From an optimization exercise on the open Yosys and OpenROAD flow, aimed at small area; shortcuts taken in it are not production practice. The clock port is modelled as an ideal driver; clocking choices that lean on that would not hold on a real chip. Power figures rest on the tool's default switching activity, not on a simulated workload.

==> job 9718 <==
// timer_mary89
module timer_mary89(clock, reset, adjust, start_stop, mode, d5, d4, d3, d2, d1, d0);
clock: 5.0 ns
lec_check: 0
cap_margin: 20
core_margin: 2
core_utilization: 70
slew_margin: 20
standard.sh (not shown) runs the stock make flow with config.mk's settings and CLKGATE_MAP_FILE= SYNTH_SCRIPT=/design/flow/synth_recipe.tcl, a recipe that flattens the netlist after the stock synthesis.
==> flow/flow/run.sh <==
#!/bin/bash
# Own layout flow: the standard ORFS flow with the standard synthesis unchanged, and:
# * port buffers of the smallest buffer (buf_1) instead of the resizer's default choice;
# * timing-driven placement keeps no resizer buffers (GPL_KEEP_OVERFLOW=0);
# * the clock tree built by hand before CTS (flow/man_cts.tcl): the flip-flops split by
#   position into 3 equal groups, each driven by one clkbuf_16 fed from the clock port;
#   TritonCTS skips those nets. Every register gets the same one-buffer clock path.
# Each step's full output goes to the ORFS logs (orfs/logs/...) and to flow_orfs.log here.
set -euo pipefail
here=$(pwd)
BUFS="sky130_fd_sc_hd__clkbuf_16 sky130_fd_sc_hd__clkbuf_16 sky130_fd_sc_hd__clkbuf_8"
CTS="-sink_clustering_enable -repair_clock_nets -dont_use_dummy_load -buf_list sky130_fd_sc_hd__clkbuf_8"
bash standard.sh "CTS_ARGS=$CTS" "PRE_CTS_TCL=$here/flow/man_cts.tcl" \
  "BUFFER_PORTS_ARGS=-buffer_cell sky130_fd_sc_hd__buf_1" GPL_KEEP_OVERFLOW=0 "MAN_CTS_BUFS=$BUFS" finish > flow_orfs.log 2>&1
Other scripts of this flow, unchanged in this note and not shown: flow/flow/man_cts.tcl
==> inputs of job 7598, as changes to job 9718 <==
- CORE_UTILIZATION: 70 -> 80
==> inputs of job 1696, as changes to job 9718 <==
- CAP_MARGIN: 20 -> 0
- SLEW_MARGIN: 20 -> 0
==> inputs of job 2775, as changes to job 9718 <==
--- a/flow/flow/run.sh
+++ b/flow/flow/run.sh
@@ -10,3 +10,3 @@
 here=$(pwd)
-BUFS="sky130_fd_sc_hd__clkbuf_16 sky130_fd_sc_hd__clkbuf_16 sky130_fd_sc_hd__clkbuf_8"
+BUFS="sky130_fd_sc_hd__clkbuf_16 sky130_fd_sc_hd__clkbuf_16 sky130_fd_sc_hd__clkbuf_16"
 CTS="-sink_clustering_enable -repair_clock_nets -dont_use_dummy_load -buf_list sky130_fd_sc_hd__clkbuf_8"
==> impl_metrics.ini <==
[status]
status = complete, no violations

[placed_design]
placedCellCount = 574

[power]
pwr-share-comb_pct = 48.0
p_comb_uw = 1150

[worst_setup_path]
max_stage_delay_ns = 0.74

[floorplan]
initial_core_util_pct = 84.2

[route]
drt_pass1_iterations = 6
drtIter0Drc = 566

[global_routing]
use_met1_pct = 49.6
grtUsageTotal_pct = 36.0

[final_layout]
final_layout_size_suffix_gt1_share_pct = 5.09
(the above is from job 7598)
==> impl_metrics.ini <==
[global_routing]
grtUsageTotal_pct = 31.3
use_met1_pct = 44.5

[power]
pwr-share-comb_pct = 47.2
p_comb_uw = 1120

[route]
drtIter0Drc = 446
drt_pass1_iterations = 5

[placed_design]
placedCellCount = 579

[status]
status = complete, no violations

[final_layout]
final_layout_size_suffix_gt1_share_pct = 4.90

[floorplan]
initial_core_util_pct = 72.7

[worst_setup_path]
max_stage_delay_ns = 0.76
(the above is from job 9718)
==> impl_metrics.ini <==
[route]
drtIter0Drc = 437
drt_pass1_iterations = 5

[placed_design]
placedCellCount = 577

[global_routing]
grtUsageTotal_pct = 30.6

[status]
status = complete, no violations

[worst_setup_path]
max_stage_delay_ns = 0.76

[power]
pwr-share-comb_pct = 47.4

[final_layout]
layout.cells.non_filler = 580

[floorplan]
initial_core_util_pct = 72.7
(the above is from job 1696)
==> impl_metrics.ini <==
[route]
drt_pass1_iterations = 9
drtIter0Drc = 495

[global_routing]
use_met1_pct = 43.7
grtUsageTotal_pct = 31.1

[power]
pwr-share-comb_pct = 46.8

[worst_setup_path]
max_stage_delay_ns = 0.74

[status]
status = complete, no violations
(the above is from job 2775)
No run of this note included a check of the RTL's function; only the layout flow was run.

==> afterwards: timing with drivers on the ports <==
The results above use ideal ports. As a check the final layouts listed here were re-extracted and re-timed, cells and wires unchanged.
Step 1 sets driving cells, clkbuf_16 on the clock port and buf_2 on the other inputs (assumed; they add their load-dependent delay and slew).
Step 2 adds t to the input delays and takes it off the output delays; t is the mean of the earliest and latest rising clock arrival at the registers after step 1. Input paths then give back, and output paths get back, about the clock's delay inside the block.
Three values: ideal, step 1, step 2; two values: the first two.
| run | t, ns | slack for setup (ns) | clock arrival spread, ns |
|---|---|---|---|
| job 9718 | 0.225 | 1.056 / 0.992 / 1.217 | 0.016 / 0.016 |
| job 7598 | 0.220 | 0.895 / 0.833 / 1.053 | 0.025 / 0.025 |
| job 1696 | 0.225 | 1.177 / 1.114 / 1.338 | 0.018 / 0.017 |
| job 2775 | 0.221 | 1.113 / 1.050 / 1.271 | 0.011 / 0.011 |
After both steps every run listed still meets setup and hold.
